From an optimization exercise on the open Yosys and OpenROAD flow, aimed at small area; shortcuts taken in it are not production practice. The RTL was checked by simulation tests, not by an equivalence proof against the original design. The clock port is modelled as an ideal driver, which makes a skipped or thinned clock tree look cheaper than it is; a real chip needs a root buffer or a tree. Power is estimated from default activity; no workload was simulated.

willow:
==> flow/design.v <==
module sram_bit (
    input  wire q,
    input  wire load,
    input  wire col,
    input  wire hold,
    output wire d
);
    assign d = ~((q | load) & (col | hold));
endmodule
module sram_nand2 (
    input  wire a,
    input  wire b,
    output wire y
);
    assign y = ~(a & b);
endmodule
module sram_nor2 (
    input  wire a,
    input  wire b,
    output wire y
);
    assign y = ~(a | b);
endmodule
module sram_or4 (
    input  wire a,
    input  wire b,
    input  wire c,
    input  wire d,
    output wire y
);
    assign y = a | b | c | d;
endmodule
module sram_nand4 (
    input  wire a,
    input  wire b,
    input  wire c,
    input  wire d,
    output wire y
);
    assign y = ~(a & b & c & d);
endmodule
module sram_aoi222 (
    input  wire a0,
    input  wire s0,
    input  wire a1,
    input  wire s1,
    input  wire a2,
    input  wire s2,
    output wire y
);
    assign y = ~((a0 & s0) | (a1 & s1) | (a2 & s2));
endmodule
module sram_nand3 (
    input  wire a,
    input  wire b,
    input  wire c,
    output wire y
);
    assign y = ~(a & b & c);
endmodule
module sram_rd48 (
    input  wire [47:0] q,
    input  wire [47:0] sel,
    output wire        one
);
    wire [15:0] y;
    wire [3:0]  o;
    genvar k;
    generate
        for (k = 0; k < 16; k = k + 1) begin : unit
            sram_aoi222 u (.a0(q[k]), .s0(sel[k]), .a1(q[16+k]), .s1(sel[16+k]),
                           .a2(q[32+k]), .s2(sel[32+k]), .y(y[k]));
        end
        for (k = 0; k < 4; k = k + 1) begin : quad
            sram_nand4 u (.a(y[4*k]), .b(y[4*k+1]), .c(y[4*k+2]), .d(y[4*k+3]), .y(o[k]));
        end
    endgenerate
    sram_or4 u_one (.a(o[0]), .b(o[1]), .c(o[2]), .d(o[3]), .y(one));
endmodule
module sram_rd16 (
    input  wire [15:0] q,
    input  wire [15:0] sel,
    output wire [1:0]  o
);
    wire [5:0] y;
    genvar k;
    generate
        for (k = 0; k < 5; k = k + 1) begin : unit
            sram_aoi222 u (.a0(q[3*k]), .s0(sel[3*k]), .a1(q[3*k+1]), .s1(sel[3*k+1]),
                           .a2(q[3*k+2]), .s2(sel[3*k+2]), .y(y[k]));
        end
    endgenerate
    sram_nand2 u_y5 (.a(q[15]), .b(sel[15]), .y(y[5]));
    sram_nand4 u_o0 (.a(y[0]), .b(y[1]), .c(y[2]), .d(y[3]), .y(o[0]));
    sram_nand2 u_o1 (.a(y[4]), .b(y[5]), .y(o[1]));
endmodule
module sram #(
    parameter ADDR_WIDTH = 8,
    parameter DATA_WIDTH = 8,
    parameter MEM_SIZE   = 1 << ADDR_WIDTH
)(
    input  wire                  clk,
    input  wire                  reset_n,
    input  wire                  chip_enable_n,
    input  wire                  write_enable_n,
    input  wire                  read_enable_n,
    input  wire [ADDR_WIDTH-1:0] address,
    input  wire [DATA_WIDTH-1:0] data_in,
    output wire [DATA_WIDTH-1:0] data_out
);
    localparam IDLE  = 2'b00;
    localparam WRITE = 2'b01;
    localparam READ  = 2'b10;
    reg [1:0] current_state;
    reg [1:0] next_state;
    always @(*) begin
        case (current_state)
            IDLE: begin
                if (!chip_enable_n && !write_enable_n && read_enable_n)
                    next_state = WRITE;
                else if (!chip_enable_n && !read_enable_n && write_enable_n)
                    next_state = READ;
                else
                    next_state = IDLE;
            end
            WRITE:   next_state = (chip_enable_n || write_enable_n) ? IDLE : WRITE;
            READ:    next_state = (chip_enable_n || read_enable_n)  ? IDLE : READ;
            default: next_state = IDLE;
        endcase
    end
    always @(posedge clk or negedge reset_n) begin
        if (!reset_n)
            current_state <= IDLE;
        else
            current_state <= next_state;
    end
    reg live;
    always @(posedge clk or negedge reset_n) begin
        if (!reset_n)
            live <= 1'b0;
        else
            live <= 1'b1;
    end
    reg phase;
    always @(posedge clk or negedge reset_n) begin
        if (!reset_n)
            phase <= 1'b0;
        else
            phase <= !phase;
    end
    wire wr = (current_state == WRITE) && !chip_enable_n && !write_enable_n;
    wire rd = (current_state == READ)  && !chip_enable_n && !read_enable_n;
    wire [DATA_WIDTH-1:0] col_n = ~(data_in ^ {DATA_WIDTH{!phase}});
    wire [15:0] lo, hi;
    genvar i;
    generate
        for (i = 0; i < 16; i = i + 1) begin : pre
            assign lo[i] = (address[3:0] == i);
            assign hi[i] = (address[7:4] == i);
        end
    endgenerate
    wire [15:0] hold, khi, hix;
    generate
        for (i = 0; i < 16; i = i + 1) begin : rowpre
            assign hold[i] = live && !(wr && lo[i]);
            assign khi[i]  = live && !hi[i];
            assign hix[i]  = live && hi[i];
        end
    endgenerate
    wire [DATA_WIDTH-1:0] colx [0:15];
    genvar w, b;
    generate
        for (i = 0; i < 16; i = i + 1) begin : cols
            for (b = 0; b < DATA_WIDTH; b = b + 1) begin : bits
                sram_nand2 u (.a(hix[i]), .b(col_n[b]), .y(colx[i][b]));
            end
        end
    endgenerate
    reg  [DATA_WIDTH-1:0] mem [0:MEM_SIZE-1];
    wire [MEM_SIZE-1:0]   rdq [0:DATA_WIDTH-1];
    generate
        for (w = 0; w < MEM_SIZE; w = w + 1) begin : word
            wire load;
            sram_nor2 u_load (.a(hold[w % 16]), .b(khi[w / 16]), .y(load));
            wire [DATA_WIDTH-1:0] d;
            for (b = 0; b < DATA_WIDTH; b = b + 1) begin : bits
                sram_bit u (.q(mem[w][b]), .load(load), .col(colx[w / 16][b]), .hold(hold[w % 16]), .d(d[b]));
                assign rdq[b][w] = mem[w][b];
            end
            always @(posedge clk)
                mem[w] <= d;
        end
    endgenerate
    wire [15:0] rlo_n = ~lo;
    wire [2:0]  hm_n;
    wire [5:0]  hg;
    wire [47:0] rsel;
    assign hm_n[0] = !(hi[0] || hi[3] || hi[6] || hi[9]  || hi[12] || hi[15]);
    assign hm_n[1] = !(hi[1] || hi[4] || hi[7] || hi[10] || hi[13]);
    assign hm_n[2] = !(hi[2] || hi[5] || hi[8] || hi[11] || hi[14]);
    generate
        for (i = 0; i < 5; i = i + 1) begin : rgrp
            assign hg[i] = hi[3*i] || hi[3*i+1] || hi[3*i+2];
        end
        for (i = 0; i < 48; i = i + 1) begin : rpre
            sram_nor2 u (.a(hm_n[i / 16]), .b(rlo_n[i % 16]), .y(rsel[i]));
        end
    endgenerate
    assign hg[5] = hi[15];
    wire [DATA_WIDTH-1:0] rbit;
    genvar g;
    generate
        for (b = 0; b < DATA_WIDTH; b = b + 1) begin : rbits
            wire [4:0] one;
            wire [1:0] o5;
            wire [2:0] y;
            for (g = 0; g < 5; g = g + 1) begin : grp
                sram_rd48 u (.q(rdq[b][48*g +: 48]), .sel(rsel), .one(one[g]));
            end
            sram_rd16 u_last (.q(rdq[b][240 +: 16]), .sel(rsel[15:0]), .o(o5));
            sram_aoi222 u_ya (.a0(one[0]), .s0(hg[0]), .a1(one[1]), .s1(hg[1]),
                              .a2(one[2]), .s2(hg[2]), .y(y[0]));
            sram_aoi222 u_yb (.a0(one[3]), .s0(hg[3]), .a1(one[4]), .s1(hg[4]),
                              .a2(o5[0]), .s2(hg[5]), .y(y[1]));
            sram_nand2  u_yc (.a(o5[1]), .b(hg[5]), .y(y[2]));
            sram_nand3  u_r  (.a(y[0]), .b(y[1]), .c(y[2]), .y(rbit[b]));
        end
    endgenerate
    assign data_out = rd ? ~(rbit ^ {DATA_WIDTH{phase}}) : {DATA_WIDTH{1'b0}};
endmodule
Settings: LEC_CHECK=0, CAP_MARGIN=20, CORE_MARGIN=2, CORE_UTILIZATION=70, SLEW_MARGIN=10, SYNTH_HIERARCHICAL=1; clock period 15.0 ns.
standard.sh (not shown) runs the stock make flow with config.mk's settings and CLKGATE_MAP_FILE= SYNTH_SCRIPT=/design/flow/synth_recipe.tcl, a recipe that flattens the netlist after the stock synthesis.
==> flow/flow/run.sh <==
#!/bin/bash
# Standard layout, except for the clock tree: TritonCTS runs as usual, then
# the POST_CTS hook replaces its tree with a tree of inverters (see
# clock_tree.tcl).
set -euo pipefail
FLOW_DIR=$(cd "$(dirname "${BASH_SOURCE[0]}")" && pwd)
export CTS_ARGS="-sink_clustering_enable -sink_clustering_size 100 -sink_clustering_max_diameter 500 -dont_use_dummy_load"
export POST_CTS_TCL=$FLOW_DIR/post_cts.tcl
bash standard.sh finish > standard.log 2>&1
==> flow/flow/post_cts.tcl <==
# Replace the clock tree TritonCTS built with an inverter tree.
set flow_dir [file dirname [info script]]
source $flow_dir/clock_tree.tcl
clk_ripup
clk_build 30 8 sky130_fd_sc_hd__inv_16 sky130_fd_sc_hd__inv_16 sky130_fd_sc_hd__inv_4
detailed_placement
estimate_parasitics -placement
check_placement -verbose
Other scripts of this flow, unchanged in this note and not shown: flow/flow/clock_tree.tcl
willow reached the final stage; the timing, DRC and antenna checks on its layout passed.
Modified inputs, sierra compared to willow
-- flow/flow/post_cts.tcl --
<<< willow, line 4
clk_ripup
clk_build 30 8 sky130_fd_sc_hd__inv_16 sky130_fd_sc_hd__inv_16 sky130_fd_sc_hd__inv_4
detailed_placement
>>> sierra, line 4
clk_ripup
clk_build 34 5 sky130_fd_sc_hd__inv_16 sky130_fd_sc_hd__inv_8 sky130_fd_sc_hd__inv_4
detailed_placement
-- flow/config.mk --
<<< willow, line 7
export LEC_CHECK = 0
export CAP_MARGIN = 20
export CORE_MARGIN = 2
>>> sierra, line 7
export LEC_CHECK = 0
export CAP_MARGIN = 15
export CORE_MARGIN = 2
Findings:
sierra vs willow, sum of internal, switching and leakage power went down by about 1.3%.
Total routed wirelength sits lower in sierra than in willow.
On combinational fraction of design power, willow tracks sierra almost exactly.
Comparing sierra and willow, layout cell share with drive strength beyond 1 is lower on sierra.
Per the comparison of sierra with willow, first-pass GRT wire length dropped 0.53%; number of nets produced by synthesis barely changed.
#### Input delta (yarrow over sierra)
==> flow/flow/run.sh <==
#!/bin/bash
# Standard layout, except that:
# - the ports are buffered with buf_1 cells;
# - TritonCTS runs as usual, then the POST_CTS hook replaces its tree with a
#   tree of inverters (see clock_tree.tcl).
set -euo pipefail
FLOW_DIR=$(cd "$(dirname "${BASH_SOURCE[0]}")" && pwd)
export CTS_ARGS="-sink_clustering_enable -sink_clustering_size 100 -sink_clustering_max_diameter 500 -dont_use_dummy_load"
export POST_CTS_TCL=$FLOW_DIR/post_cts.tcl
export BUFFER_PORTS_ARGS="-buffer_cell sky130_fd_sc_hd__buf_1"
bash standard.sh finish > standard.log 2>&1
Findings:
First-pass GRT wire length grows slightly when moving from sierra to yarrow.
Fmax | yarrow vs sierra | yarrow faster
Going from sierra to yarrow, cell area after layout held steady; worst path setup slack after routing grew by 0.76 ns; share of the final layout cell area in sequential cells held steady.
yarrow vs sierra: time the worst path needs with I/O delays and setup down in yarrow
Total power: sierra vs yarrow — no meaningful difference
Final-layout worst hold slack: sierra vs yarrow, no meaningful difference
Setup changes, yarrow to ember
-- flow/flow/post_cts.tcl --
<<< yarrow, line 4
clk_ripup
clk_build 34 5 sky130_fd_sc_hd__inv_16 sky130_fd_sc_hd__inv_8 sky130_fd_sc_hd__inv_4
detailed_placement
>>> ember, line 4
clk_ripup
clk_build 36 5 sky130_fd_sc_hd__inv_16 sky130_fd_sc_hd__inv_12 sky130_fd_sc_hd__inv_4
detailed_placement
-- flow/config.mk --
<<< yarrow, line 7
export LEC_CHECK = 0
export CAP_MARGIN = 15
export CORE_MARGIN = 2
export CORE_UTILIZATION = 70
export SLEW_MARGIN = 10
>>> ember, line 7
export LEC_CHECK = 0
export CAP_MARGIN = 10
export CORE_MARGIN = 2
export CORE_UTILIZATION = 65
export SLEW_MARGIN = 10
Notes after the runs:
ember completed; timing, DRC and antenna clean. ember has routed wire length below what yarrow had. Going from yarrow to ember, number of antenna violations at the first check in global routing up 4; power flat; met2 usage down 3.3 points; final non-filler cell total up 33. | number of vias after detailed routing | lower: ember |. From yarrow to ember the numbers moved as follows: post-detailed-placement cell area closely matched the old numbers, count of flip-flops with a built-in enable after synthesis stayed essentially flat, area overhead of the layout relative to synthesis held steady, number of vias per cell after detailed routing now sits lower.
No run of this note takes its clock network from TritonCTS; it comes from the design's own scripts or RTL.

[what the ideal ports hide]
No port has a modelled driver above. Below, the same layouts with a new extraction and two added sets of constraints. Step 1 (the two cells are an assumption about what drives the block):
set clk [get_ports {clk}]
set_driving_cell -lib_cell sky130_fd_sc_hd__clkbuf_16 $clk
set_driving_cell -lib_cell sky130_fd_sc_hd__buf_2 [delete_from_list [all_inputs] $clk]
Step 2 moves the port delays by t, midway between the first and last clock arrival at a register: inputs arrive t later, outputs are due t later. That takes back most of the time a late clock gives input paths. Three values: ideal, step 1, step 2; two values: the first two.
run	shift t [ns]	setup slack, ns	worst data-port slew with drivers (ns)
willow	0.631	1.925 / 1.804 / 1.804	0.12
sierra	0.656	1.987 / 1.879 / 1.879	0.12
yarrow	0.661	2.746 / 2.634 / 2.634	0.11
ember	0.586	2.944 / 2.823 / 2.823	0.12
After both steps every run listed still meets setup and hold.
